From an optimization exercise on the open Yosys and OpenROAD flow, aimed at small area, a short achievable clock period and few clock cycles; shortcuts taken in it are not production practice. RTL that was checked went through simulation tests only; none was proved equivalent to the original. No functional check of the RTL was part of runs 1 to 4.

### flow/flow/run.sh
#!/bin/bash
# Standard layout, with the port buffers made of sky130_fd_sc_hd__buf_2 cells
# (buffer_ports otherwise picks the slow clkdlybuf4s50_1). Every port is still buffered.
set -euo pipefail
export BUFFER_PORTS_ARGS="-buffer_cell sky130_fd_sc_hd__buf_2"
bash standard.sh > standard.log 2>&1
### flow/standard.sh
#!/bin/bash
# synth_recipe.tcl (not shown) runs the flow's synth.tcl, then flattens the netlist and writes it again
# the make line also repeats each setting of config.mk as NAME=value (left out here)
make -C /OpenROAD-flow-scripts/flow DESIGN_CONFIG=/design/flow/config.mk WORK_HOME=/design/flow/orfs CLKGATE_MAP_FILE= SYNTH_SCRIPT=/design/flow/synth_recipe.tcl "${@:-finish}"
### flow/config.mk
export PLATFORM = sky130hd
export DESIGN_NAME = alu_top
export DESIGN_NICKNAME = alu_top
export VERILOG_FILES = /design/flow/design.v
export SDC_FILE = /design/flow/constraint.sdc
export NUM_CORES = 4
export LEC_CHECK = 0
export ABC_AREA = 1
export CAP_MARGIN = 20
export CORE_MARGIN = 2
export CORE_UTILIZATION = 40
export SETUP_SLACK_MARGIN = 0.2
export SLEW_MARGIN = 20
### flow/constraint.sdc
create_clock -name core_clock -period 7.0 [get_ports {clk}]
set_input_delay 1.4000 -clock core_clock [delete_from_list [all_inputs] [get_ports {clk}]]
set_output_delay 1.4000 -clock core_clock [all_outputs]
set_load 0.01 [all_outputs]
### flow/design.v
module alu_top(
    input wire clk,
    input wire reset,
    input wire [7:0] operand_a,
    input wire [7:0] operand_b,
    input wire [1:0] operation,
    input wire start,
    output reg [15:0] result,
    output wire ready,
    output reg overflow,
    output reg zero
);
    wire [7:0] a = operand_a;
    wire [7:0] b = operand_b;
    wire is_mul_in = operation[1] & ~operation[0];
    function [9:0] brow(input [7:0] m, input one, input two, input neg, input ext);
        reg [9:0] m1, m2;
        begin
            m1 = {{2{ext & m[7]}}, m};
            m2 = {ext & m[7], m, 1'b0};
            brow = (({10{one}} & m1) | ({10{two}} & m2)) ^ {10{neg}};
        end
    endfunction
    function [2:0] benc(input [2:0] x);
        benc = {x[1] ^ x[0], (x[2] & ~x[1] & ~x[0]) | (~x[2] & x[1] & x[0]), x[2]};
    endfunction
    reg busy;           
    reg is_div;         
    reg [1:0] cnt;      
    reg flag;           
    reg [7:0] M;        
    reg [17:0] W;       
    wire [2:0] e0 = benc({a[1:0], 1'b0});
    wire u1_one = is_mul_in ? e0[2] : 1'b1;
    wire u1_two = is_mul_in & e0[1];
    wire u1_neg = is_mul_in ? e0[0] : operation[0];
    wire [9:0] A1 = is_mul_in ? 10'd0 : {2'b00, a};
    wire [9:0] B1 = brow(b, u1_one, u1_two, u1_neg, is_mul_in);
    wire [10:0] S1 = {1'b0, A1} + {1'b0, B1} + {10'd0, u1_neg};
    wire [7:0] s = S1[7:0];
    wire as_ov = (a[7] == (b[7] ^ operation[0])) && (s[7] != a[7]);
    wire lt = S1[9];                                 
    wire [2:0] e1 = benc(a[3:1]);
    wire [9:0] A2 = {{2{S1[9]}}, S1[9:2]};
    wire [9:0] B2 = brow(b, e1[2], e1[1], e1[0], 1'b1);
    wire [10:0] S2 = {1'b0, A2} + {1'b0, B2} + {10'd0, e1[0]};
    wire [11:0] p01 = {S2[9:0], S1[1:0]};            
    wire lt2 = {1'b0, a} < {b, 1'b0};                
    wire [7:0] zx = a ^ b;
    wire s_zero = operation[0] ? (zx == 8'd0) : (zx == {a[6:0] | b[6:0], 1'b0});
    wire bz = (b == 8'd0);
    wire q7 = ({7'b0, a[7]} >= b);
    wire r1 = (q7 & ~bz) ? 1'b0 : a[7];
    wire [1:0] x2 = {r1, a[6]};
    wire q6 = ({6'b0, x2} >= b);
    wire [1:0] r2 = q6 ? (x2 - b[1:0]) : x2;
    wire [7:0] R = W[15:8];
    wire [7:0] QL = W[7:0];
    wire [11:0] P = W[11:0];
    wire [2:0] e2 = W[14:12];                        
    wire [2:0] e3 = W[17:15];                        
    wire d1_one = is_div | e2[2];
    wire d1_two = ~is_div & e2[1];
    wire d1_neg = is_div | e2[0];
    wire [9:0] DA1 = is_div ? {1'b0, R, QL[7]} : {{2{P[11]}}, P[11:4]};
    wire [9:0] DB1 = brow(M, d1_one, d1_two, d1_neg, ~is_div);
    wire [10:0] T1 = {1'b0, DA1} + {1'b0, DB1} + {10'd0, d1_neg};
    wire qa = ~T1[9];
    wire [7:0] Ra = qa ? T1[7:0] : {R[6:0], QL[7]};
    wire d2_one = is_div | e3[2];
    wire d2_two = ~is_div & e3[1];
    wire d2_neg = is_div | e3[0];
    wire [9:0] DA2 = is_div ? {1'b0, Ra, QL[6]} : {{2{T1[9]}}, T1[9:2]};
    wire [9:0] DB2 = brow(M, d2_one, d2_two, d2_neg, ~is_div);
    wire [10:0] T2 = {1'b0, DA2} + {1'b0, DB2} + {10'd0, d2_neg};
    wire qb = ~T2[9];
    wire [7:0] Rb = qb ? T2[7:0] : {Ra[6:0], QL[6]};
    wire [15:0] div_res = {Rb, QL[5:0], qa, qb};
    wire [15:0] mul_res = {T2[9:0], T1[1:0], P[3:0]};
    wire fast = ~operation[1] | (operation[0] & lt2);
    wire last = busy & (~is_div | cnt[1]);
    assign ready = (start & fast) | last;
    always @(posedge clk or posedge reset) begin
        if (reset) busy <= 1'b0;
        else busy <= busy ? ~last : (start & ~fast);
    end
    always @(posedge clk) begin
        if (!busy) begin
            M <= b;
            is_div <= operation[0];
            cnt <= 2'd0;
            flag <= bz | (~operation[0] & (a == 8'd0));
            W <= operation[0] ? {2'b0, 6'b0, r2, a[5:0], q7, q6} : {benc(a[7:5]), benc(a[5:3]), p01};
        end else begin
            cnt <= cnt + 2'd1;
            W <= {2'b0, div_res};
        end
    end
    always @(*) begin
        if (busy) begin
            if (is_div) begin
                result = div_res;
                overflow = flag;
                zero = 1'b0;
            end else begin
                result = mul_res;
                overflow = 1'b0;
                zero = flag;
            end
        end else if (operation[1]) begin
            result = lt ? {a, 8'h00} : {s, 8'h01};
            overflow = 1'b0;
            zero = lt;
        end else begin
            result = {{8{s[7]}}, s};
            overflow = as_ov;
            zero = s_zero;
        end
    end
endmodule
==> results of run 1 <==
[path summary, 6_finish.rpt]
check	to	slack, ns	cells after the start
worst max-delay path	result[9]	0.75	26
worst min-delay path	cnt[0]$_SDFF_PN0_	0.43	1
worst max register to register	W[10]$_DFF_P_	2.43	25
worst min register to register	cnt[0]$_SDFF_PN0_	0.43	1
max in group asynchronous	busy$_DFF_PP0_	5.96	2
min in group asynchronous	busy$_DFF_PP0_	0.95	2
[layout make-up]
type / instances / area (um2) / area share
inverters: 101 / 387 / 0.0695
repair buffers: 45 / 240 / 0.0432
flip-flops and latches: 31 / 726 / 0.130
clock inverters: 3 / 38.8 / 0.00697
well taps: 172 / 215 / 0.0387
multi-input cells: 631 / 3830 / 0.689
clock buffers: 5 / 125 / 0.0225
[worst max-delay path, cell delays in order, from the launching register on]
cell	delay [ns]
edfxtp_1	0.46
buf_4	0.25
o21ai_0	0.57
ha_1	0.36
nand2_1	0.07
nor2_1	0.05
and2_1	0.17
nand2_4	0.08
nand2_2	0.06
nand2_2	0.08
nand2_4	0.10
inv_2	0.20
nand2_1	0.09
o21ai_2	0.07
mux2i_1	0.12
ha_1	0.39
a21oi_1	0.15
o21ai_0	0.12
a21oi_1	0.16
nand2_1	0.10
inv_1	0.10
nand3_2	0.20
nand2_1	0.19
nand2_1	0.09
nand3_1	0.09
nand2_1	0.09
buf_2	0.14
[state kept, by name, summed over array words and instances (netlist names)]
name / flops
W: 18
M: 8
busy: 1
cnt: 2
is_div: 1
flag: 1
[placed cells by master, fill, tap and decap left out, types with 3 or more instances in the layout]
cell / synthesis / final
ha_1: 47 / 47
xnor2_1: 17 / 17
o221ai_1: 5 / 5
o21ai_0: 43 / 43
buf_2: 3 / 39
edfxtp_1: 10 / 10
inv_1: 89 / 89
nor2_1: 44 / 43
nand4_1: 5 / 5
nand2_1: 187 / 187
fa_1: 5 / 5
nor3_1: 4 / 4
buf_4: 0 / 6
nor4_1: 3 / 3
nand3b_1: 5 / 5
o22ai_1: 28 / 28
a31oi_1: 4 / 4
dfxtp_1: 20 / 20
o21ai_2: 8 / 8
mux2i_1: 6 / 6
nand2_4: 5 / 5
o21ai_1: 10 / 10
nand3_2: 7 / 7
nand3_1: 85 / 85
inv_2: 10 / 10
xor2_1: 32 / 32
a22oi_1: 6 / 6
a21oi_1: 37 / 37
nand2_2: 9 / 9
or2_2: 4 / 4
nor2_2: 2 / 3
clkbuf_16: 0 / 5
[through the flow]
step	utilization	hold slack, ns	instance area (um2)	setup slack [ns]
floorplan	-	0.413	5080	1.50
global placement	0.431	0.420	5390	1.01
detailed placement	0.431	0.429	5390	0.968
CTS	0.444	0.436	5560	0.648
global route	0.445	0.482	5570	0.225
finish	0.445	0.434	5570	0.747
[cells in the mapped netlist (2+ instances only)]
cell type,instances,area share
nor4_1,3,0.0037
nand4_1,5,0.0062
or2_2,4,0.0049
o2111ai_1,2,0.0035
nand3_1,85,0.084
o22ai_1,28,0.035
a31oi_1,4,0.0049
nor2_2,2,0.0025
a21boi_0,2,0.0030
nand2_2,9,0.011
xor2_1,32,0.055
buf_6,7,0.016
inv_1,89,0.066
o21bai_1,2,0.0030
edfxtp_1,10,0.059
a22oi_1,6,0.0089
dfxtp_1,20,0.079
o221ai_1,5,0.0086
nand3_2,7,0.014
fa_1,5,0.020
buf_2,3,0.0030
a21oi_1,37,0.036
nor2_1,44,0.033
nor2_8,2,0.0079
o21ai_2,8,0.014
nor2_4,2,0.0044
nand2_4,5,0.011
o21ai_0,43,0.042
buf_1,4,0.0030
xnor2_1,17,0.029
clkbuf_1,6,0.0044
inv_2,10,0.0074
ha_1,47,0.12
and2_1,2,0.0025
nand2_1,187,0.14
o21a_1,2,0.0030
mux2i_1,6,0.012
nor3_1,4,0.0039
nand3b_1,5,0.0074
o21ai_1,10,0.0099
[per-layer routing]
| metal | vias to the layer above | global-route usage | share of wire |
|---|---|---|---|
| li1 | 2708 | - | - |
| met1 | 2411 | 0.335 | 0.44 |
| met2 | 170 | 0.434 | 0.48 |
| met3 | 45 | 0.0259 | 0.053 |
| met4 | 0 | 0.0918 | 0.034 |
| met5 | - | 0 | 0 |
[cell families (layout without fill, tap and decap cells)]
group | Yosys count | after routing | synth area share
AOI/OAI and AO/OA | 157 | 157 | 0.188
xor gates and xnor gates | 49 | 49 | 0.0845
adders and majority gates | 52 | 52 | 0.136
buffers and inverters | 121 | 154 | 0.102
DFF | 31 | 31 | 0.143
muxes | 6 | 6 | 0.0118
and+or+nand+nor | 367 | 367 | 0.335
[timing repair]
action,in CTS,in global routing
endpoints found under the setup margin,0,8
setup buffers,0,1
gates resized for setup,0,1
endpoints found under the hold margin,0,0
==> flow_summary.ini, run 1 <==
[route]
wl_per_cell_um = 16.9
postRouteAntennaNets = 0
num_vias = 5334
drt_iter0_markers = 466
vias_per_cell = 5.40
firstDrtPassIters = 5
drt_wl_total_um = 16700
drc = 0

[placement]
dp_hpwl_um = 13500
place_inst = 979
io_buffers = 39
routabilityCongestion = 0.938

[floorplan]
start_util = 0.406
die-area_um2 = 13600
die_x_um = 117
die_h_um = 117
rows = 41
io_pins = 40
coreArea_um2 = 12500

[sta]
post-route-period-util = 0.893
finalHoldViolCount = 0
fin_skew_ns = 0.00556
maxSlewHeadroom = 0.549
setup-violations-final = 0
period_needed_ns = 6.25
final.setup.tns_ns = 0
slew_violations = 0
rsz0062_at_grt = no
max_freq_mhz = 160
tightest_slew_ns = 0.669

[hold_path]
hold_path_class = reg -> reg
hp-start = cnt[0]$_SDFF_PN0_

[worst_setup_path]
worstPathRequired_ns = 5.60
worst-setup-path-type = reg -> out
worstReg2RegStart = is_div$_DFFE_PN_
critical_path_arrival_ns = 4.85
crit_fanout = 12
crit_start = is_div$_DFFE_PN_
endpoint_kind = output pin
start_kind = register

[final_layout]
syn2layout_area_growth_pct = 9.66
layout.cells.non_filler = 988
layout-drive-gt1-share = 0.131
nNetsFinal = 888
antenna-diode-count = 0
nFillCells = 1397

[status]
status = complete, no violations

[cts]
cts-buffers-inserted = 5
clk-insertion-delay-late_ns = 0.28
cts_tree = built
ctsHtreeMaxLevel = 2
clockRootBuffer = clkbuf_16
clockBufferDepth = 2
ctsHoldBuffers = 0
cts.sinks = 31
clkTransAtPathRegs_ns = 0.05

[logic_synthesis]
syn_area_um2 = 5080
syn-num-nets = 856
ys_ff_latch = 31
synthArstFlopShare = 0.0323
yosysUniqueCellTypes = 52
ys_warn_count = 1
synth-main-ff-cell = dfxtp_1
synth_edf_count = 10
syn_inst = 783
syn_area_per_cell_um2 = 6.48
seq_area_frac_synth = 0.143

[global_routing]
grt_antenna_before_repair = 0
overflow = 0
grt_max_degree = 29
grt_pass1_wl_um = 26600
grt_pass1_vias = 5081
grt_usage = 0.255

[job]
cap_violations = 0
==> run 2, diff against run 1 <==
--- a/flow/design.v
+++ b/flow/design.v
@@ -29,7 +29,7 @@
     reg [1:0] cnt;      
     reg flag;           
     reg [7:0] M;        
-    reg [17:0] W;       
+    reg [19:0] W;       
     wire [2:0] e0 = benc({a[1:0], 1'b0});
     wire u1_one = is_mul_in ? e0[2] : 1'b1;
     wire u1_two = is_mul_in & e0[1];
@@ -46,8 +46,6 @@
     wire [10:0] S2 = {1'b0, A2} + {1'b0, B2} + {10'd0, e1[0]};
     wire [11:0] p01 = {S2[9:0], S1[1:0]};            
     wire lt2 = {1'b0, a} < {b, 1'b0};                
-    wire [7:0] zx = a ^ b;
-    wire s_zero = operation[0] ? (zx == 8'd0) : (zx == {a[6:0] | b[6:0], 1'b0});
     wire bz = (b == 8'd0);
     wire q7 = ({7'b0, a[7]} >= b);
     wire r1 = (q7 & ~bz) ? 1'b0 : a[7];
@@ -57,13 +55,14 @@
     wire [7:0] R = W[15:8];
     wire [7:0] QL = W[7:0];
     wire [11:0] P = W[11:0];
-    wire [2:0] e2 = W[14:12];                        
-    wire [2:0] e3 = W[17:15];                        
-    wire d1_one = is_div | e2[2];
-    wire d1_two = ~is_div & e2[1];
-    wire d1_neg = is_div | e2[0];
+    wire [2:0] ah = W[14:12];                        
+    wire [2:0] e3 = benc(ah);
+    wire [3:0] dc = W[19:16];                        
+    wire d1_one = dc[3];
+    wire d1_two = dc[2];
+    wire d1_neg = dc[1];
     wire [9:0] DA1 = is_div ? {1'b0, R, QL[7]} : {{2{P[11]}}, P[11:4]};
-    wire [9:0] DB1 = brow(M, d1_one, d1_two, d1_neg, ~is_div);
+    wire [9:0] DB1 = brow(M, d1_one, d1_two, d1_neg, dc[0]);
     wire [10:0] T1 = {1'b0, DA1} + {1'b0, DB1} + {10'd0, d1_neg};
     wire qa = ~T1[9];
     wire [7:0] Ra = qa ? T1[7:0] : {R[6:0], QL[7]};
@@ -90,10 +89,10 @@
             is_div <= operation[0];
             cnt <= 2'd0;
             flag <= bz | (~operation[0] & (a == 8'd0));
-            W <= operation[0] ? {2'b0, 6'b0, r2, a[5:0], q7, q6} : {benc(a[7:5]), benc(a[5:3]), p01};
+            W <= operation[0] ? {4'b1010, 6'b0, r2, a[5:0], q7, q6} : {benc(a[5:3]), 1'b1, 1'b0, a[7:5], p01};
         end else begin
             cnt <= cnt + 2'd1;
-            W <= {2'b0, div_res};
+            W <= {4'b1010, div_res};
         end
     end
     always @(*) begin
@@ -114,7 +113,7 @@
         end else begin
             result = {{8{s[7]}}, s};
             overflow = as_ov;
-            zero = s_zero;
+            zero = (s == 8'd0);
         end
     end
 endmodule
--- a/flow/config.mk
+++ b/flow/config.mk
@@ -9,5 +9,6 @@
 export CAP_MARGIN = 20
 export CORE_MARGIN = 2
 export CORE_UTILIZATION = 40
+export CTS_BUF_LIST = sky130_fd_sc_hd__clkbuf_8
 export SETUP_SLACK_MARGIN = 0.2
 export SLEW_MARGIN = 20
==> run 2 against run 1 <==
  * Still clean
  * Via count decreased by 2.6%
  * Critical path depth unchanged
  * Fmax is 0.98% lower
  * Global-route usage fell by 1.0 points
  * Register-to-register slack improved by 0.03 ns
  * Sequential cell count rose by 2
  * Final cell count is 5.0% lower
  * First-iteration DRC count fell by 0.86%
  * Hold slack improved by 0.0096 ns
  * Largest cell class unchanged
  * Highest routed layer unchanged
==> flow_summary.ini, run 2 <==
[status]
status = complete, no violations

[hold_path]
hold_path_class = reg -> reg
min_to = cnt[0]$_SDFF_PN0_
hold_path_depth = 1
hp-start = cnt[0]$_SDFF_PN0_

[cts]
ctsHtreeMaxLevel = 2
ctsHoldBuffers = 0
clockRootBuffer = clkbuf_8
clockBufferDepth = 2
ctsResizeCount = 0
clk-insertion-delay-late_ns = 0.30
cts-buffers-inserted = 5
cts_setup_buffers = 0
cts_tree = built
clkTransAtPathRegs_ns = 0.07
cts.sinks = 33

[final_layout]
layout-drive-gt1-share = 0.111
finalInstanceArea_um2 = 5270
largestRegisters = W x20, M x8, cnt x2
nNetsFinal = 857
top_register = W
syn2layout_area_growth_pct = 8.98
antenna-diode-count = 0
layout_commonest_cell = nand2_1
layout_common_cells = nand2_1 (199), inv_1 (92), nand3_1 (70), o21ai_0 (46), nor2_1 (44)
largest_reg_flops = 20

[logic_synthesis]
netlist.area_leader.share = 0.155
ys_ff_latch = 33
synth_common_cells = nand2_1 (199), inv_1 (92), nand3_1 (70), o21ai_0 (46), nor2_1 (44)
syn_area_um2 = 4830
seq_area_frac_synth = 0.158
syn_area_per_cell_um2 = 6.37
yosysUniqueCellTypes = 53
synth_edf_count = 10
syn_inst = 759
yosysMostFrequentCell = nand2_1
synthArstFlopShare = 0.0303
ys_warn_count = 1
yosys-top-cells-area = nand2_1 (15%), ha_1 (10%), dfxtp_1 (9.1%)
syn-num-nets = 825
synth-main-ff-cell = dfxtp_1
yosysTopAreaCell = nand2_1

[worst_setup_path]
start_kind = register
endpoint_kind = output pin
worst-setup-path-type = reg -> out
worstPathRequired_ns = 5.60
cp_slowest_stage_delay_ns = 0.52
rr_endpoint = W[10]$_DFF_P_
critical_path_arrival_ns = 4.92
worstRegToRegCells = 26
crit_fanout = 14
r2r_slack_ns = 2.46
worstReg2RegStart = is_div$_DFFE_PN_
critPathMostFrequentCell = nand2_1
critPathSlowestCell = edfxtp_1

[placement]
post-place-ws_ns = 0.895
dpl_cell_area_um2 = 5130
dp_hpwl_um = 13000
io_buffers = 39
routabilityCongestion = 0.937

[global_routing]
grt_pass1_wl_um = 25100
grt_max_degree = 37
grt_antenna_before_repair = 0
grt_pass1_vias = 4944
grt_usage = 0.244
overflow = 0

[floorplan]
rows = 40
die_x_um = 114
io_pins = 40
start_util = 0.406
die_h_um = 114
coreArea_um2 = 11900
die-area_um2 = 13000

[sta]
maxSlewHeadroom = 0.482
period_needed_ns = 6.32
fin_skew_ns = 0.00569
rsz0062_at_grt = no
tightest_slew_ns = 0.774
post-route-period-util = 0.902
slew_violations = 0
setup-violations-final = 0
setup_ws_ns = 0.685
finalHoldViolCount = 0
max_freq_mhz = 158
final.setup.tns_ns = 0

[route]
drt_wl_total_um = 15800
postRouteAntennaNets = 0
vias_per_cell = 5.53
num_vias = 5193
drt_iter0_markers = 462
wl_per_cell_um = 16.9
firstDrtPassIters = 5
drc = 0

[job]
cap_violations = 0
==> run 2: changes by cell type in the layout (fill, tap and decap cells not counted), moves of 4 or more <==
cell / previous run / this run
nand2_1: 187 / 199
clkbuf_8: 0 / 5
xor2_1: 32 / 38
o21ai_2: 8 / 4
inv_2: 10 / 5
nand3_1: 85 / 70
o21ai_1: 10 / 6
ha_1: 47 / 40
clkbuf_16: 5 / 0
nand3_2: 7 / 3
==> run 2: cells by family after synthesis <==
kind of cell               after synthesis  share of synthesized area
buffers and inverters                  120                      0.101
muxes                                    3                    0.00621
adders and majority gates               45                      0.124
DFF                                     33                      0.158
and+or+nand+nor                        349                      0.323
xor gates and xnor gates                52                     0.0942
AOI/OAI and AO/OA                      157                      0.193
==> run 2: metal layers <==
| layer | up-vias | share of wire | wire length (um) | global-route usage |
|---|---|---|---|---|
| met5 | - | 0 | 0 | 0 |
| met4 | 0 | 0.033 | 517 | 0.0862 |
| met3 | 35 | 0.057 | 900 | 0.0266 |
| met2 | 192 | 0.48 | 7560 | 0.426 |
| met1 | 2361 | 0.43 | 6860 | 0.313 |
| li1 | 2605 | - | - | - |
==> run 2: worst max-delay path by stage <==
stage	slack, ns	end	from
2_1_floorplan	1.54	result[15]	is_div$_DFFE_PN_
3_3_place_gp	0.97	result[12]	operation[0]
3_5_place_dp	0.90	result[13]	operation[0]
4_1_cts	0.62	result[14]	is_div$_DFFE_PN_
5_1_grt	0.35	result[14]	is_div$_DFFE_PN_
6_report	0.68	result[14]	is_div$_DFFE_PN_
==> run 2: area by class of cell <==
| cell class | instances | area, um2 |
|---|---|---|
| clock buffers | 5 | 68.8 |
| clock inverters | 3 | 46.3 |
| inverters | 100 | 383 |
| flip-flops and latches | 33 | 766 |
| multi-input cells | 606 | 3580 |
| fillers | 1302 | 6640 |
| well taps | 147 | 184 |
| repair buffers | 45 | 240 |
==> run 2: worst max-delay path, delay by kind of cell (launching register included) <==
kind	cells	cell delay, ns
AO/OA/AOI/OAI	6	1.32
AND/OR/NAND/NOR	14	1.22
adder cells (fa/ha/maj)	2	0.85
buffers and inverters	3	0.53
flip-flops	1	0.52
XOR/XNOR	1	0.18
==> run 2: metrics by stage <==
step / util / cells / hold WS, ns
floorplan: - / 759 / 0.413
global placement: 0.431 / 928 / 0.423
detailed placement: 0.431 / 928 / 0.428
CTS: 0.440 / 936 / 0.445
global route: 0.442 / 939 / 0.460
finish: 0.442 / 939 / 0.443
==> run 3, diff against run 2 <==
--- a/flow/design.v
+++ b/flow/design.v
@@ -47,11 +47,32 @@
     wire [11:0] p01 = {S2[9:0], S1[1:0]};            
     wire lt2 = {1'b0, a} < {b, 1'b0};                
     wire bz = (b == 8'd0);
-    wire q7 = ({7'b0, a[7]} >= b);
-    wire r1 = (q7 & ~bz) ? 1'b0 : a[7];
-    wire [1:0] x2 = {r1, a[6]};
-    wire q6 = ({6'b0, x2} >= b);
-    wire [1:0] r2 = q6 ? (x2 - b[1:0]) : x2;
+    reg [3:0] t;
+    always @(*) begin
+        case ({a[7:6], b[1:0]})
+            4'b0000: t = 4'b1100;
+            4'b0001: t = 4'b0000;
+            4'b0010: t = 4'b0000;
+            4'b0011: t = 4'b0000;
+            4'b0100: t = 4'b1101;
+            4'b0101: t = 4'b0100;
+            4'b0110: t = 4'b0001;
+            4'b0111: t = 4'b0001;
+            4'b1000: t = 4'b1110;
+            4'b1001: t = 4'b1000;
+            4'b1010: t = 4'b0100;
+            4'b1011: t = 4'b0010;
+            4'b1100: t = 4'b1111;
+            4'b1101: t = 4'b1100;
+            4'b1110: t = 4'b0101;
+            4'b1111: t = 4'b0100;
+            default: t = 4'b0000;
+        endcase
+    end
+    wire bh = |b[7:2];
+    wire q7 = ~bh & t[3];
+    wire q6 = ~bh & t[2];
+    wire [1:0] r2 = bh ? a[7:6] : t[1:0];
     wire [7:0] R = W[15:8];
     wire [7:0] QL = W[7:0];
     wire [11:0] P = W[11:0];
==> run 3 against run 2 <==
  * Still clean on timing, DRC and antenna
  * Register-to-register slack got worse by 0.06 ns
  * Clock skew increased by 0.0052 ns
  * Area after synthesis decreased by 1.6%
  * Count of clock-buffer cells in the layout unchanged
  * Fmax increased by 0.16%
  * Global-route usage increased by 1.6 points
  * Critical path depth unchanged
  * Synthesized cell count decreased by 2.6%
  * First-iteration DRC count increased by 13%
  * Highest routed layer unchanged
==> flow_summary.ini, run 3 <==
[placement]
dp_hpwl_um = 13600
routabilityCongestion = 0.949
io_buffers = 39
dpl_cell_area_um2 = 5060

[sta]
slew_violations = 0
max_freq_mhz = 159
setup-violations-final = 0
period_needed_ns = 6.30
finalHoldViolCount = 0
post-route-period-util = 0.901
tightest_slew_ns = 0.771
rsz0062_at_grt = no
maxSlewHeadroom = 0.481
fin_skew_ns = 0.0109
final.setup.tns_ns = 0

[cts]
ctsHtreeMaxLevel = 2
clockRootBuffer = clkbuf_8
cts_tree = built
cts-buffers-inserted = 5
cts.sinks = 33
clkTransAtPathRegs_ns = 0.08
cts_setup_buffers = 0
clk-insertion-delay-late_ns = 0.29
clockBufferDepth = 2
ctsResizeCount = 0
ctsHoldBuffers = 0

[route]
firstDrtPassIters = 6
vias_per_cell = 5.69
drc = 0
drt_iter0_markers = 522
postRouteAntennaNets = 0
num_vias = 5222
drt_wl_total_um = 16600
wl_per_cell_um = 18.0

[final_layout]
layout_commonest_cell = nand2_1
layout_common_cells = nand2_1 (178), inv_1 (89), nand3_1 (80), o21ai_0 (48), nor2_1 (41)
layout-drive-gt1-share = 0.106
top_register = W
largest_reg_flops = 20
finalInstanceArea_um2 = 5150
nNetsFinal = 837
largestRegisters = W x20, M x8, cnt x2
syn2layout_area_growth_pct = 8.42

[worst_setup_path]
worst-setup-path-type = reg -> out
critical_path_arrival_ns = 4.90
crit_fanout = 21
endpoint_kind = output pin
worstPathRequired_ns = 5.60
start_kind = register

[logic_synthesis]
seq_area_frac_synth = 0.161
syn_area_um2 = 4750
netlist.area_leader.share = 0.141
syn_area_per_cell_um2 = 6.43
yosysUniqueCellTypes = 50
syn_inst = 739
synth-main-ff-cell = dfxtp_1
synth_edf_count = 10
yosys-top-cells-area = nand2_1 (14%), ha_1 (10%), dfxtp_1 (9.3%)
synthArstFlopShare = 0.0303
syn-num-nets = 803
synth_common_cells = nand2_1 (178), inv_1 (89), nand3_1 (80), o21ai_0 (48), nor2_1 (41)
yosysTopAreaCell = nand2_1
ys_ff_latch = 33
yosysMostFrequentCell = nand2_1
ys_warn_count = 1

[floorplan]
rows = 39
die_h_um = 113
io_pins = 40
die_x_um = 113
die-area_um2 = 12800
start_util = 0.413
coreArea_um2 = 11500

[global_routing]
grt_antenna_before_repair = 0
grt_max_degree = 36
grt_pass1_wl_um = 26200
overflow = 0
grt_usage = 0.260
grt_pass1_vias = 4950

[status]
status = complete, no violations

[job]
cap_violations = 0

[hold_path]
hold_path_class = reg -> reg
run 3: changes by cell type after synthesis, moves of 3 or more:
cell      before  now
nand2_2        7    4
inv_1         92   89
o221ai_1       3    6
buf_2          6    3
nand2_1      199  178
o21ai_1        6   12
nor2_1        44   41
nand3_1       70   80
run 3: cell type report:
type	count	area (um2)
clock inverters	3	17.5
inverters	96	363
flip-flops and latches	33	767
fillers	1241	6360
multi-input cells	594	3530
diodes	1	2.50
clock buffers	5	68.8
well taps	143	179
repair buffers	43	225
run 3: final timing paths:
path | startpoint | endpoint | slack, ns | cells after the start
worst max-delay path | is_div$_DFFE_PN_ | result[12] | 0.70 | 26
worst min register to register | cnt[0]$_SDFF_PN0_ | cnt[0]$_SDFF_PN0_ | 0.45 | 1
min in group asynchronous | reset | busy$_DFF_PP0_ | 0.92 | 2
worst min-delay path | cnt[0]$_SDFF_PN0_ | cnt[0]$_SDFF_PN0_ | 0.45 | 1
worst max register to register | is_div$_DFFE_PN_ | W[13]$_DFF_P_ | 2.40 | 24
max in group asynchronous | reset | busy$_DFF_PP0_ | 5.99 | 2
run 3: worst max-delay path: stages, from the launching register on:
cell and delay (ns):
edfxtp_1 0.40, buf_4 0.24, o21ai_0 0.38, ha_1 0.37
nand2_1 0.09, nand2_1 0.07, nand2_1 0.08, nand2_1 0.08
a21oi_1 0.18, nand3_1 0.11, nand2_2 0.17, inv_2 0.15
o21ai_0 0.28, mux2i_1 0.13, ha_1 0.39, a21oi_1 0.21
o21ai_0 0.13, a21oi_1 0.15, nand2_1 0.12, inv_1 0.11
nand3_4 0.15, nand2_4 0.16, nand2_1 0.09, nand3_1 0.08
nand3_1 0.08, nand2_1 0.08, buf_2 0.12
run 3: kinds of logic after synthesis:
family,Yosys count,synth area share
flops,33,0.161
fa+ha+maj,43,0.119
mux,3,0.00632
buf+inv,112,0.0961
xor+xnor,50,0.0921
simple gates,332,0.318
compound gates,166,0.207
run 3: per-stage QoR:
step	hold WS, ns	worst slack, ns	instances	utilization
6_report	0.449	0.695	918	0.448
2_1_floorplan	0.413	1.67	739	-
5_1_grt	0.471	0.250	917	0.447
3_5_place_dp	0.431	1.05	909	0.440
3_3_place_gp	0.423	1.06	909	0.440
4_1_cts	0.445	0.724	917	0.447
run 3: metal layers:
layer  vias to the layer above  GRT usage  share of wire
met5                         -          0              0
met4                         0     0.0911          0.032
met3                        37     0.0161          0.055
met2                       196      0.465           0.50
met1                      2412      0.332           0.42
li1                       2577          -              -
==> run 4, diff against run 3 <==
--- a/flow/design.v
+++ b/flow/design.v
@@ -26,6 +26,7 @@
     endfunction
     reg busy;           
     reg is_div;         
+    reg is_mul;         
     reg [1:0] cnt;      
     reg flag;           
     reg [7:0] M;        
@@ -82,7 +83,7 @@
     wire d1_one = dc[3];
     wire d1_two = dc[2];
     wire d1_neg = dc[1];
-    wire [9:0] DA1 = is_div ? {1'b0, R, QL[7]} : {{2{P[11]}}, P[11:4]};
+    wire [9:0] DA1 = is_mul ? {{2{P[11]}}, P[11:4]} : {1'b0, R, QL[7]};
     wire [9:0] DB1 = brow(M, d1_one, d1_two, d1_neg, dc[0]);
     wire [10:0] T1 = {1'b0, DA1} + {1'b0, DB1} + {10'd0, d1_neg};
     wire qa = ~T1[9];
@@ -90,7 +91,7 @@
     wire d2_one = is_div | e3[2];
     wire d2_two = ~is_div & e3[1];
     wire d2_neg = is_div | e3[0];
-    wire [9:0] DA2 = is_div ? {1'b0, Ra, QL[6]} : {{2{T1[9]}}, T1[9:2]};
+    wire [9:0] DA2 = is_mul ? {{2{T1[9]}}, T1[9:2]} : {1'b0, Ra, QL[6]};
     wire [9:0] DB2 = brow(M, d2_one, d2_two, d2_neg, ~is_div);
     wire [10:0] T2 = {1'b0, DA2} + {1'b0, DB2} + {10'd0, d2_neg};
     wire qb = ~T2[9];
@@ -108,6 +109,7 @@
         if (!busy) begin
             M <= b;
             is_div <= operation[0];
+            is_mul <= ~operation[0];
             cnt <= 2'd0;
             flag <= bz | (~operation[0] & (a == 8'd0));
             W <= operation[0] ? {4'b1010, 6'b0, r2, a[5:0], q7, q6} : {benc(a[5:3]), 1'b1, 1'b0, a[7:5], p01};
==> run 4 against run 3 <==
  * Still clean
  * Clock skew is 0.0077 ns lower
  * Highest routed layer unchanged
  * First-iteration DRC count is 10% lower
  * Routed wire length is 0.21% higher
  * Sequential share of layout area is 0.28 points higher
  * Core utilization is 0.63 points lower
==> flow_summary.ini, run 4 <==
[floorplan]
start_util = 0.407
die_x_um = 114
coreArea_um2 = 11900
io_pins = 40
die-area_um2 = 13000
die_h_um = 114
rows = 40

[route]
drt_wl_total_um = 16600
vias_per_cell = 5.66
num_vias = 5421
postRouteAntennaNets = 0
drt_iter0_markers = 470
firstDrtPassIters = 5
wl_per_cell_um = 17.3
drc = 0

[worst_setup_path]
critPathMostFrequentCell = nand2_1
crit_buf_inv = 1
r2r_slack_ns = 2.41
critical_path_arrival_ns = 4.87
start_kind = register
worst-path-stages = 26
rr_endpoint = W[13]$_DFF_P_
worstRegToRegCells = 24
critPathTopFamily = simple AND/OR/NAND/NOR gates
worstReg2RegStart = M[7]$_DFFE_PN_
critPathSlowestCell = fa_1
crit_fanout = 20
endpoint_kind = output pin
cp_slowest_stage_delay_ns = 0.50
crit_end = result[14]
worstPathRequired_ns = 5.60
worst-setup-path-type = reg -> out
crit_start = M[7]$_DFFE_PN_

[sta]
slew_violations = 0
fin_skew_ns = 0.00320
post-route-period-util = 0.896
tightest_slew_ns = 1.00
setup_ws_ns = 0.728
finalHoldViolCount = 0
rsz0062_at_grt = no
max_freq_mhz = 159
period_needed_ns = 6.27
maxSlewHeadroom = 0.328
final.setup.tns_ns = 0
setup-violations-final = 0

[final_layout]
largestRegisters = W x20, M x8, cnt x2
layout_commonest_cell = nand2_1
antenna-diode-count = 0
largest_reg_flops = 20
top_register = W
layout_common_cells = nand2_1 (202), inv_1 (104), nand3_1 (89), o21ai_0 (52), nor2_1 (42)
layout-drive-gt1-share = 0.0925
syn2layout_area_growth_pct = 8.44
nNetsFinal = 875
layout.cells.non_filler = 958

[cts]
ctsHoldBuffers = 0
clockRootBuffer = clkbuf_8
clockBufferDepth = 2
cts.sinks = 34
cts-buffers-inserted = 5
ctsHtreeMaxLevel = 2
clkTransAtPathRegs_ns = 0.07
clk-insertion-delay-late_ns = 0.29
cts_tree = built

[logic_synthesis]
syn-num-nets = 841
syn_area_um2 = 4850
seq_area_frac_synth = 0.164
synth_edf_count = 11
ys_warn_count = 1
syn_area_per_cell_um2 = 6.24
yosysMostFrequentCell = nand2_1
synth-main-ff-cell = dfxtp_1
ys_ff_latch = 34
yosysUniqueCellTypes = 48
syn_inst = 777
synthArstFlopShare = 0.0294
yosysTopAreaCell = nand2_1
yosys-top-cells-area = nand2_1 (16%), ha_1 (10%), nand3_1 (9.2%)
synth_common_cells = nand2_1 (203), inv_1 (102), nand3_1 (89), o21ai_0 (52), nor2_1 (42)
netlist.area_leader.share = 0.157

[status]
status = complete, no violations

[job]
cap_violations = 0

[placement]
routabilityCongestion = 0.945
post-place-ws_ns = 0.375
place_inst = 947
io_buffers = 39
dp_hpwl_um = 13700

[global_routing]
grt_pass1_wl_um = 26200
grt_max_degree = 31
grt_antenna_before_repair = 0
grt_usage = 0.257
overflow = 0
grt_pass1_vias = 5028

[hold_path]
hold_path_class = reg -> reg
## run 4: worst reg2reg max path: stages (launching register included)
cell	delay, ns
edfxtp_1	0.47
nand2_1	0.13
o21ai_0	0.11
xor2_1	0.18
ha_1	0.36
nand2_1	0.09
nor2_1	0.20
and2_1	0.18
nand2_2	0.07
nand3_1	0.10
nand2_1	0.07
nand2_2	0.31
nand2_1	0.09
o21ai_1	0.14
o21ai_0	0.14
ha_1	0.40
a21oi_1	0.13
o21ai_0	0.35
a21oi_1	0.12
nand2_1	0.13
nand3_2	0.22
nand2_4	0.19
nand2_1	0.09
nand3_1	0.12
o21ai_0	0.09
## run 4: layout make-up
type                    instances  area [um2]
repair buffers                 45         240
clock buffers                   5        68.8
flip-flops and latches         34         797
clock inverters                 2        7.51
inverters                     108         405
well taps                     147         184
multi-input cells             617        3550
fillers                      1305        6660
## run 4: worst min path at each step
stage,start,to,cells past startpoint
finish,cnt[0]$_SDFF_PN0_,cnt[0]$_SDFF_PN0_,1
global placement,cnt[0]$_SDFF_PN0_,cnt[0]$_SDFF_PN0_,1
detailed placement,cnt[0]$_SDFF_PN0_,cnt[0]$_SDFF_PN0_,1
floorplan,cnt[0]$_SDFF_PN0_,cnt[0]$_SDFF_PN0_,1
CTS,cnt[0]$_SDFF_PN0_,cnt[0]$_SDFF_PN0_,1
global route,cnt[0]$_SDFF_PN0_,cnt[0]$_SDFF_PN0_,1
## run 4: layer usage
metal / global-route usage / share of wire / wire, um
met1: 0.309 / 0.42 / 6900
met2: 0.461 / 0.50 / 8240
met3: 0.0233 / 0.041 / 687
met4: 0.124 / 0.046 / 762
met5: 0 / 0 / 0
## run 4: repair_timing
item	in CTS	in global routing
endpoints found under the setup margin	7	9
buffers inserted	1	3
gates resized for setup	0	2
pin swaps	0	0
## run 4: logic make-up (layout without fill, tap and decap cells)
family	count (synthesis)	after routing	synth area share
AND/OR/NAND/NOR	367	367	0.336
AO/OA/AOI/OAI	156	156	0.187
buffers and inverters	126	160	0.103
XOR/XNOR	49	49	0.0885
adder cells (fa/ha/maj)	43	43	0.117
flip-flops	34	34	0.164
multiplexers	2	2	0.00413
## run 4: per-stage QoR
step            util  cell area (um2)  hold WS [ns]
2_1_floorplan      -             4850         0.413
3_3_place_gp   0.432             5150         0.423
3_5_place_dp   0.432             5150         0.431
4_1_cts        0.439             5230         0.443
5_1_grt        0.441             5260         0.462
6_report       0.441             5260         0.441
==> run 5, diff against run 4 <==
--- a/flow/design.v
+++ b/flow/design.v
@@ -26,11 +26,10 @@
     endfunction
     reg busy;           
     reg is_div;         
-    reg is_mul;         
     reg [1:0] cnt;      
     reg flag;           
     reg [7:0] M;        
-    reg [19:0] W;       
+    reg [16:0] W;       
     wire [2:0] e0 = benc({a[1:0], 1'b0});
     wire u1_one = is_mul_in ? e0[2] : 1'b1;
     wire u1_two = is_mul_in & e0[1];
@@ -77,21 +76,21 @@
     wire [7:0] R = W[15:8];
     wire [7:0] QL = W[7:0];
     wire [11:0] P = W[11:0];
-    wire [2:0] ah = W[14:12];                        
-    wire [2:0] e3 = benc(ah);
-    wire [3:0] dc = W[19:16];                        
-    wire d1_one = dc[3];
-    wire d1_two = dc[2];
-    wire d1_neg = dc[1];
-    wire [9:0] DA1 = is_mul ? {{2{P[11]}}, P[11:4]} : {1'b0, R, QL[7]};
-    wire [9:0] DB1 = brow(M, d1_one, d1_two, d1_neg, dc[0]);
+    wire [4:0] ah = W[16:12];                        
+    wire [2:0] e2 = benc(ah[2:0]);
+    wire [2:0] e3 = benc(ah[4:2]);
+    wire d1_one = is_div | e2[2];
+    wire d1_two = ~is_div & e2[1];
+    wire d1_neg = is_div | e2[0];
+    wire [9:0] DA1 = is_div ? {1'b0, R, QL[7]} : {{2{P[11]}}, P[11:4]};
+    wire [9:0] DB1 = brow(M, d1_one, d1_two, d1_neg, ~is_div);
     wire [10:0] T1 = {1'b0, DA1} + {1'b0, DB1} + {10'd0, d1_neg};
     wire qa = ~T1[9];
     wire [7:0] Ra = qa ? T1[7:0] : {R[6:0], QL[7]};
     wire d2_one = is_div | e3[2];
     wire d2_two = ~is_div & e3[1];
     wire d2_neg = is_div | e3[0];
-    wire [9:0] DA2 = is_mul ? {{2{T1[9]}}, T1[9:2]} : {1'b0, Ra, QL[6]};
+    wire [9:0] DA2 = is_div ? {1'b0, Ra, QL[6]} : {{2{T1[9]}}, T1[9:2]};
     wire [9:0] DB2 = brow(M, d2_one, d2_two, d2_neg, ~is_div);
     wire [10:0] T2 = {1'b0, DA2} + {1'b0, DB2} + {10'd0, d2_neg};
     wire qb = ~T2[9];
@@ -109,13 +108,12 @@
         if (!busy) begin
             M <= b;
             is_div <= operation[0];
-            is_mul <= ~operation[0];
             cnt <= 2'd0;
             flag <= bz | (~operation[0] & (a == 8'd0));
-            W <= operation[0] ? {4'b1010, 6'b0, r2, a[5:0], q7, q6} : {benc(a[5:3]), 1'b1, 1'b0, a[7:5], p01};
+            W <= operation[0] ? {1'b0, 6'b0, r2, a[5:0], q7, q6} : {a[7:3], p01};
         end else begin
             cnt <= cnt + 2'd1;
-            W <= {4'b1010, div_res};
+            W <= {1'b0, div_res};
         end
     end
     always @(*) begin
==> run 5 against run 4 <==
  * Sequential cell count fell by 4
  * First-iteration DRC count decreased by 16%
  * Fmax decreased by 1.2%
  * Cell area down 3.6%
  * Sequential share of layout area decreased by 1.1 points
  * Die area shrank 4.7%
  * Highest routed layer unchanged
  * Still clean on timing, DRC and antenna
  * Clock skew up 0.0047 ns
  * Area after synthesis down 4.9%
  * Final cell count shrank 9.3%
  * Via count shrank 7.7%
  * Critical path depth grew 1
  * Core utilization rose by 0.62 points
==> flow_summary.ini, run 5 <==
[status]
status = complete, no violations

[route]
wl_met2_um = 7470
drt_wl_total_um = 15700
routed.top_layer = met4
vias_per_cell = 5.76
postRouteAntennaNets = 0
firstDrtPassIters = 8
wl_per_cell_um = 18.1
wl_met3_um = 863
num_vias = 5005
drt_iter0_markers = 396
drc = 0
wl_met1_um = 6860

[worst_setup_path]
crit_fanout = 26
worstReg2RegStart = is_div$_DFFE_PN_
worstRegToRegCells = 27
start_kind = register
endpoint_kind = output pin
critPathSlowestCell = edfxtp_1
rr_endpoint = W[12]$_DFF_P_
r2r_slack_ns = 2.37
critPathTopFamily = simple AND/OR/NAND/NOR gates
crit_buf_inv = 7
cp_slowest_stage_delay_ns = 0.46
worst-setup-path-type = reg -> out
critPathMostFrequentCell = nand2_1
worstPathRequired_ns = 5.60
critical_path_arrival_ns = 4.95

[logic_synthesis]
syn_inst = 689
yosysTopAreaCell = ha_1
seq_area_frac_synth = 0.153
ys_warn_count = 1
yosysMostFrequentCell = nand2_1
synthArstFlopShare = 0.0333
yosys-top-cells-area = ha_1 (11%), nand2_1 (10%), dfxtp_1 (8.2%)
ys_ff_latch = 30
yosysUniqueCellTypes = 52
syn_area_per_cell_um2 = 6.69
syn-num-nets = 753
synth_edf_count = 10
synth-main-ff-cell = dfxtp_1
synth_common_cells = nand2_1 (125), inv_1 (81), nand3_1 (70), o21ai_0 (45), a21oi_1 (41)
netlist.area_leader.share = 0.106
syn_area_um2 = 4610

[final_layout]
antenna-diode-count = 0
largest_reg_flops = 17
nNetsFinal = 789
layout-drive-gt1-share = 0.153
layout_common_cells = nand2_1 (125), inv_1 (80), nand3_1 (68), o21ai_0 (42), a21oi_1 (40)
nFillCells = 1223
top_register = W
layout_commonest_cell = nand2_1
largestRegisters = W x17, M x8, cnt x2
layout.cells.non_filler = 869
final_util = 0.448
syn2layout_area_growth_pct = 9.85
finalInstanceArea_um2 = 5070

[global_routing]
grt_pass1_wl_um = 24600
grt_usage = 0.245
grt_max_degree = 31
grt_pass1_vias = 4720
overflow = 0
grt_antenna_before_repair = 0

[sta]
final.setup.tns_ns = 0
period_needed_ns = 6.35
setup-violations-final = 0
maxSlewHeadroom = 0.557
post-route-period-util = 0.907
finalHoldViolCount = 0
setup_ws_ns = 0.650
slew_violations = 0
rsz0062_at_grt = no
tightest_slew_ns = 0.662
fin_skew_ns = 0.00790
max_freq_mhz = 157

[placement]
post-place-ws_ns = 0.647
dp_hpwl_um = 12600
dpl_cell_area_um2 = 4910
io_buffers = 39
routabilityCongestion = 0.940
place_inst = 857

[floorplan]
die-area_um2 = 12400
die_x_um = 111
die_h_um = 111
rows = 39
io_pins = 40
start_util = 0.407
coreArea_um2 = 11300

[hold_path]
min_to = cnt[0]$_SDFF_PN0_
hold_path_class = reg -> reg
hp-start = cnt[0]$_SDFF_PN0_
hold_path_depth = 1

[job]
cap_violations = 0

[cts]
clk-insertion-delay-late_ns = 0.28
cts_tree = built
cts-buffers-inserted = 5
ctsHoldBuffers = 0
ctsHtreeMaxLevel = 2
clockBufferDepth = 2
clockRootBuffer = clkbuf_8
clkTransAtPathRegs_ns = 0.07
cts.sinks = 30
==> run 5: layer usage <==
| layer | up-vias | GRT usage |
|---|---|---|
| li1 | 2433 | - |
| met1 | 2357 | 0.329 |
| met2 | 178 | 0.417 |
| met3 | 37 | 0.0163 |
| met4 | 0 | 0.0872 |
| met5 | - | 0 |
==> run 5: layout make-up <==
| type | instances | area [um2] | area share |
|---|---|---|---|
| Multi-Input combinational cell | 550 | 3490 | 0.688 |
| Sequential cell | 30 | 711 | 0.140 |
| Inverter | 93 | 363 | 0.0716 |
| Timing Repair Buffer | 44 | 236 | 0.0467 |
| Tap cell | 143 | 179 | 0.0353 |
| Clock buffer | 5 | 68.8 | 0.0136 |
| Clock inverter | 3 | 16.3 | 0.00321 |
| Timing Repair inverter | 1 | 5.00 | 0.000988 |
==> run 5: worst max path at each step <==
stage	start	to	slack, ns	cells past startpoint
after CTS	is_div$_DFFE_PN_	result[0]	0.32	25
after detailed placement	is_div$_DFFE_PN_	result[0]	0.65	25
final	is_div$_DFFE_PN_	result[0]	0.65	27
after global placement	is_div$_DFFE_PN_	result[0]	0.73	25
after global routing	is_div$_DFFE_PN_	result[0]	0.23	26
after floorplan	is_div$_DFFE_PN_	result[14]	1.44	28
==> run 5: cell families (layout without fill, tap and decap cells) <==
family	Yosys count	count (layout)	synth area share
flops	30	30	0.153
fa+ha+maj	43	43	0.123
mux	2	2	0.00434
simple gates	273	274	0.285
xor+xnor	56	56	0.108
buf+inv	110	146	0.0982
compound gates	175	175	0.228
==> run 5: metrics by stage <==
| step | hold WS [ns] |
|---|---|
| 3_5_place_dp | 0.435 |
| 2_1_floorplan | 0.413 |
| 5_1_grt | 0.456 |
| 4_1_cts | 0.447 |
| 6_report | 0.439 |
| 3_3_place_gp | 0.424 |
==> run 5: worst reg2reg max path, delay by kind of cell, from the launching register on <==
kind	cells	cell delay, ns
mux	1	0.11
simple gates	14	1.80
buf+inv	6	0.81
fa+ha+maj	2	0.73
flops	1	0.46
xor+xnor	1	0.18
compound gates	3	0.40
==> run 5: what timing repair did <==
item	in CTS	in global routing
endpoints found under the setup margin	0	9
buffers inserted	0	2
resized for setup	0	18
Testbench counts of run 5, summed over its fixed seeds: cycles 4,589.
==> run 6, diff against run 5 <==
--- a/flow/config.mk
+++ b/flow/config.mk
@@ -8,7 +8,7 @@
 export ABC_AREA = 1
 export CAP_MARGIN = 20
 export CORE_MARGIN = 2
-export CORE_UTILIZATION = 40
+export CORE_UTILIZATION = 55
 export CTS_BUF_LIST = sky130_fd_sc_hd__clkbuf_8
 export SETUP_SLACK_MARGIN = 0.2
 export SLEW_MARGIN = 20
==> run 6 against run 5 <==
  * Count of clock-buffer cells in the layout rose by 1
  * Area after synthesis did not move
  * Non-clock buffer count increased by 2
  * Critical path type unchanged
==> flow_summary.ini, run 6 <==
[final_layout]
top_register = W
nNetsFinal = 789
largest_reg_flops = 17
largestRegisters = W x17, M x8, cnt x2
antenna-diode-count = 0
syn2layout_area_growth_pct = 8.52
layout_common_cells = nand2_1 (125), inv_1 (81), nand3_1 (70), o21ai_0 (44), a21oi_1 (41)
final_util = 0.612
layout-drive-gt1-share = 0.147
layout_commonest_cell = nand2_1

[route]
firstDrtPassIters = 5
drt_wl_total_um = 15400
drt_iter0_markers = 393
num_vias = 5114
wl_per_cell_um = 18.5
vias_per_cell = 6.15
postRouteAntennaNets = 0
drc = 0

[sta]
setup-violations-final = 0
final.setup.tns_ns = 0
period_needed_ns = 6.57
rsz0062_at_grt = no
tightest_slew_ns = 0.630
max_freq_mhz = 152
maxSlewHeadroom = 0.575
finalHoldViolCount = 0
post-route-period-util = 0.938
slew_violations = 0
fin_skew_ns = 0.00544

[placement]
dp_hpwl_um = 12300
routabilityCongestion = 0.981
io_buffers = 39

[logic_synthesis]
syn-num-nets = 753
synth-main-ff-cell = dfxtp_1
yosysMostFrequentCell = nand2_1
yosysTopAreaCell = ha_1
syn_area_per_cell_um2 = 6.69
yosysUniqueCellTypes = 52
ys_ff_latch = 30
syn_area_um2 = 4610
seq_area_frac_synth = 0.153
netlist.area_leader.share = 0.106
ys_warn_count = 1
synth_common_cells = nand2_1 (125), inv_1 (81), nand3_1 (70), o21ai_0 (45), a21oi_1 (41)
synth_edf_count = 10
yosys-top-cells-area = ha_1 (11%), nand2_1 (10%), dfxtp_1 (8.2%)
synthArstFlopShare = 0.0333
syn_inst = 689

[cts]
cts_tree = built
clk-insertion-delay-late_ns = 0.28
ctsHoldBuffers = 0
clockBufferDepth = 2
ctsHtreeMaxLevel = 2
clkTransAtPathRegs_ns = 0.07
clockRootBuffer = clkbuf_8
cts-buffers-inserted = 5
cts.sinks = 30

[floorplan]
die_h_um = 95.6
io_pins = 40
coreArea_um2 = 8180
die_x_um = 95.6
rows = 33
die-area_um2 = 9130
start_util = 0.564

[worst_setup_path]
endpoint_kind = output pin
worstPathRequired_ns = 5.60
crit_fanout = 13
critPathSlowestCell = dfxtp_1
start_kind = register
worstReg2RegStart = W[13]$_DFF_P_
worst-setup-path-type = reg -> out
critical_path_arrival_ns = 5.17
cp_slowest_stage_delay_ns = 0.43
crit_start = W[13]$_DFF_P_
critPathMostFrequentCell = nand3_1

[hold_path]
hold_path_class = reg -> reg
hp-start = cnt[0]$_SDFF_PN0_

[job]
cap_violations = 0

[global_routing]
overflow = 0
grt_usage = 0.343
grt_max_degree = 31
grt_antenna_before_repair = 0
grt_pass1_wl_um = 23900
grt_pass1_vias = 4854

[status]
status = complete, no violations
[run 6: per-stage QoR]
stage / worst slack (ns) / hold slack (ns) / std cells / cell area, um2
2_1_floorplan: 1.44 / 0.413 / 689 / 4610
3_3_place_gp: 0.936 / 0.422 / 821 / 4880
3_5_place_dp: 0.890 / 0.430 / 821 / 4880
4_1_cts: 0.561 / 0.437 / 829 / 4970
5_1_grt: 0.171 / 0.454 / 831 / 5000
6_report: 0.432 / 0.439 / 831 / 5000
[run 6: repair_timing]
action,4_1_cts,5_1_grt
resized for setup,0,5
endpoints found under the setup margin,0,9
buffers inserted,0,2
[run 6: area by class of cell]
| class | instances | area (um2) |
|---|---|---|
| fillers | 849 | 3170 |
| clock inverters | 2 | 12.5 |
| inverters | 93 | 354 |
| well taps | 105 | 131 |
| flip-flops and latches | 30 | 707 |
| clock buffers | 6 | 82.6 |
| multi-input cells | 549 | 3470 |
| repair buffers | 46 | 248 |
[run 6: worst max-delay path, delay by kind of cell, from the launching register on]
family | cells | cell delay [ns]
buffers and inverters | 6 | 0.75
xor gates and xnor gates | 1 | 0.13
DFF | 1 | 0.43
AOI/OAI and AO/OA | 3 | 0.66
adders and majority gates | 2 | 0.71
and+or+nand+nor | 17 | 2.15
[run 6: logic make-up (layout without fill, tap and decap cells)]
group | count (synthesis) | in the layout | synth area share
flops | 30 | 30 | 0.153
compound gates | 175 | 175 | 0.228
fa+ha+maj | 43 | 43 | 0.123
buf+inv | 110 | 147 | 0.0982
xor+xnor | 56 | 56 | 0.108
simple gates | 273 | 273 | 0.285
mux | 2 | 2 | 0.00434
[run 6: final timing paths]
check	cells after the start	to	slack, ns
worst min register to register	1	cnt[0]$_SDFF_PN0_	0.44
worst max register to register	28	W[12]$_DFF_P_	2.09
worst min-delay path	1	cnt[0]$_SDFF_PN0_	0.44
max in group asynchronous	2	busy$_DFF_PP0_	5.97
min in group asynchronous	2	busy$_DFF_PP0_	0.94
worst max-delay path	29	result[15]	0.43
[run 6: metal layers]
metal / global-route usage / part of all wire
met5: 0 / 0
met2: 0.584 / 0.48
met1: 0.415 / 0.40
met4: 0.214 / 0.063
met3: 0.0316 / 0.059
==> run 7, diff against run 6 <==
--- a/flow/config.mk
+++ b/flow/config.mk
@@ -8,7 +8,7 @@
 export ABC_AREA = 1
 export CAP_MARGIN = 20
 export CORE_MARGIN = 2
-export CORE_UTILIZATION = 55
+export CORE_UTILIZATION = 70
 export CTS_BUF_LIST = sky130_fd_sc_hd__clkbuf_8
 export SETUP_SLACK_MARGIN = 0.2
 export SLEW_MARGIN = 20
==> run 7 against run 6 <==
  * Still clean
  * Die area decreased by 21%
  * Register-to-register slack improved by 0.27 ns
  * Critical path type unchanged
  * Highest routed layer unchanged
==> flow_summary.ini, run 7 <==
[final_layout]
final_util = 0.778
top_register = W
seq_area_um2 = 707
largestRegisters = W x17, M x8, cnt x2
nNetsFinal = 785
layout-drive-gt1-share = 0.141
nFillCells = 521
multi_input_comb_area_um2 = 3460
antenna-diode-count = 0
layout_common_cells = nand2_1 (125), inv_1 (81), nand3_1 (70), o21ai_0 (42), a21oi_1 (41)
layout_commonest_cell = nand2_1
syn2layout_area_growth_pct = 7.05
largest_reg_flops = 17

[cts]
clockRootBuffer = clkbuf_8
ctsHtreeMaxLevel = 2
clockBufferDepth = 2
clk-insertion-delay-late_ns = 0.28
cts.sinks = 30
clkTransAtPathRegs_ns = 0.06
cts-buffers-inserted = 5
cts_tree = built

[logic_synthesis]
yosysMostFrequentCell = nand2_1
netlist.area_leader.share = 0.106
synth-main-ff-cell = dfxtp_1
syn_area_um2 = 4610
synth_top_family_by_area = simple AND/OR/NAND/NOR gates
synthXorXnorAreaFrac = 0.108
yosys.area_share.simple = 0.285
synthAdderAreaFrac = 0.123
syn_inst = 689
syn_area_per_cell_um2 = 6.69
synth.area.mux_share = 0.00434
synth_common_cells = nand2_1 (125), inv_1 (81), nand3_1 (70), o21ai_0 (45), a21oi_1 (41)
yosys-top-cells-area = ha_1 (11%), nand2_1 (10%), dfxtp_1 (8.2%)
yosysUniqueCellTypes = 52
yosysTopAreaCell = ha_1
synth-compound-area-share = 0.228
ys_ff_latch = 30
ys_warn_count = 1
synth_edf_count = 10
syn-num-nets = 753
synthArstFlopShare = 0.0333
seq_area_frac_synth = 0.153

[hold_path]
hold_path_class = reg -> reg
min_to = cnt[0]$_SDFF_PN0_
hold_path_depth = 1
hp-start = cnt[0]$_SDFF_PN0_

[worst_setup_path]
worstRegToRegCells = 28
crit_start = is_div$_DFFE_PN_
worstPathRequired_ns = 5.60
endpoint_kind = output pin
worst-setup-path-type = reg -> out
r2r_slack_ns = 2.36
rr_endpoint = W[11]$_DFF_P_
worstReg2RegStart = is_div$_DFFE_PN_
start_kind = register
critical_path_arrival_ns = 4.92
crit_fanout = 26

[sta]
tightest_slew_ns = 0.956
setup-violations-final = 0
fin_skew_ns = 0.00682
max_freq_mhz = 158
post-route-period-util = 0.903
final.setup.tns_ns = 0
rsz0062_at_grt = no
slew_violations = 0
finalHoldViolCount = 0
period_needed_ns = 6.32
maxSlewHeadroom = 0.362

[floorplan]
io_pins = 40
start_util = 0.726
coreArea_um2 = 6350
die_x_um = 85.2
die_h_um = 85.2
die-area_um2 = 7250
rows = 29

[global_routing]
grt_pass1_vias = 4966
overflow = 0
grt_antenna_before_repair = 0
grt_pass1_wl_um = 23000
grt_max_degree = 31
grt_usage = 0.395

[route]
drt_wl_total_um = 14300
drc = 0
wl_per_cell_um = 17.8
num_vias = 5155
postRouteAntennaNets = 0
firstDrtPassIters = 10
drt_iter0_markers = 594
vias_per_cell = 6.45

[placement]
io_buffers = 39
routabilityCongestion = 0.950
dp_hpwl_um = 11300

[job]
cap_violations = 0

[status]
status = complete, no violations
run 7: critical path, cell delays in order (launching register included):
cell and delay (ns):
edfxtp_1 0.45, buf_4 0.26, nor2_4 0.19, inv_2 0.12
xor2_1 0.18, ha_1 0.37, nand2_1 0.07, inv_1 0.08
nand3_1 0.09, nor2_1 0.12, nand3_1 0.08, nand2_1 0.11
inv_1 0.06, nand3_1 0.11, nand2_4 0.13, o21ai_1 0.28
o21ai_0 0.22, fa_1 0.50, nand3_1 0.09, nand2_1 0.09
a21oi_1 0.15, o21bai_1 0.11, a21o_1 0.17, a21oi_1 0.15
xnor2_1 0.13, nand2_1 0.06, nand3_1 0.10, buf_2 0.13
run 7: cells by family (layout without fill, tap and decap cells):
family | Yosys count | in the layout
AO/OA/AOI/OAI | 175 | 175
adder cells (fa/ha/maj) | 43 | 43
flip-flops | 30 | 30
buffers and inverters | 110 | 143
AND/OR/NAND/NOR | 273 | 273
XOR/XNOR | 56 | 56
multiplexers | 2 | 2
run 7: metrics by stage:
stage          hold slack (ns)  worst slack (ns)  area (um2)  instances
6_report                 0.449             0.680        4940        799
3_5_place_dp             0.435             0.650        4820        790
3_3_place_gp             0.423             0.696        4820        790
2_1_floorplan            0.413              1.44        4610        689
5_1_grt                  0.469             0.266        4940        799
4_1_cts                  0.445             0.326        4910        798
run 7: how the worst max path moves through the flow:
stage          slack, ns         end
2_1_floorplan       1.44  result[14]
3_3_place_gp        0.70   result[0]
3_5_place_dp        0.65   result[0]
4_1_cts             0.33   result[0]
5_1_grt             0.27  result[12]
6_report            0.68  result[14]
run 7: what timing repair did:
action,4_1_cts,5_1_grt
setup buffers,0,1
gates resized for setup,0,11
endpoints found under the setup margin,0,9
hold buffers,0,0
hold endpoints to repair,0,0
run 7: cell type report:
class / count / area share
clock inverters: 2 / 0.00177
inverters: 93 / 0.0732
well taps: 77 / 0.0195
clock buffers: 6 / 0.0167
repair buffers: 42 / 0.0441
flip-flops and latches: 30 / 0.143
multi-input cells: 549 / 0.701
run 7: layer usage:
layer / track usage / vias to the layer above / share of wire
li1: - / 2431 / -
met1: 0.468 / 2289 / 0.37
met2: 0.692 / 351 / 0.48
met3: 0.0360 / 84 / 0.096
met4: 0.232 / 0 / 0.060
met5: 0 / - / 0

[what the ideal ports hide]
The results above use ideal ports. As a check the final layouts listed here were re-extracted and re-timed, cells and wires unchanged. Step 1 assumes that a clkbuf_16 drives the clock port and a buf_2 every other input. Step 2 also shifts input and output timing later by t, the mid clock arrival at the registers, as if the neighbouring blocks saw the same clock. Slacks: ideal / step 1 / step 2; pairs: ideal / step 1.
run | t, ns | setup slack, ns | worst hold slack (ns) | worst slew at a driven data input, ns | pins driven straight from the clock port
run 1 | 0.312 | 0.747 / 0.711 / 0.955 | 0.434 / 0.434 / 0.434 | 0.04 | 1
run 2 | 0.326 | 0.685 / 0.655 / 0.833 | 0.443 / 0.443 / 0.443 | 0.03 | 1
run 3 | 0.324 | 0.695 / 0.661 / 0.963 | 0.449 / 0.449 / 0.449 | 0.06 | 1
run 4 | 0.310 | 0.728 / 0.701 / 0.801 | 0.441 / 0.441 / 0.441 | 0.03 | 1
run 5 | 0.306 | 0.650 / 0.617 / 0.764 | 0.439 / 0.439 / 0.439 | 0.03 | 1
run 6 | 0.311 | 0.432 / 0.403 / 0.714 | 0.439 / 0.439 / 0.439 | 0.03 | 1
run 7 | 0.305 | 0.680 / 0.653 / 0.843 | 0.449 / 0.449 / 0.449 | 0.03 | 1
After both steps every run listed still meets setup and hold.
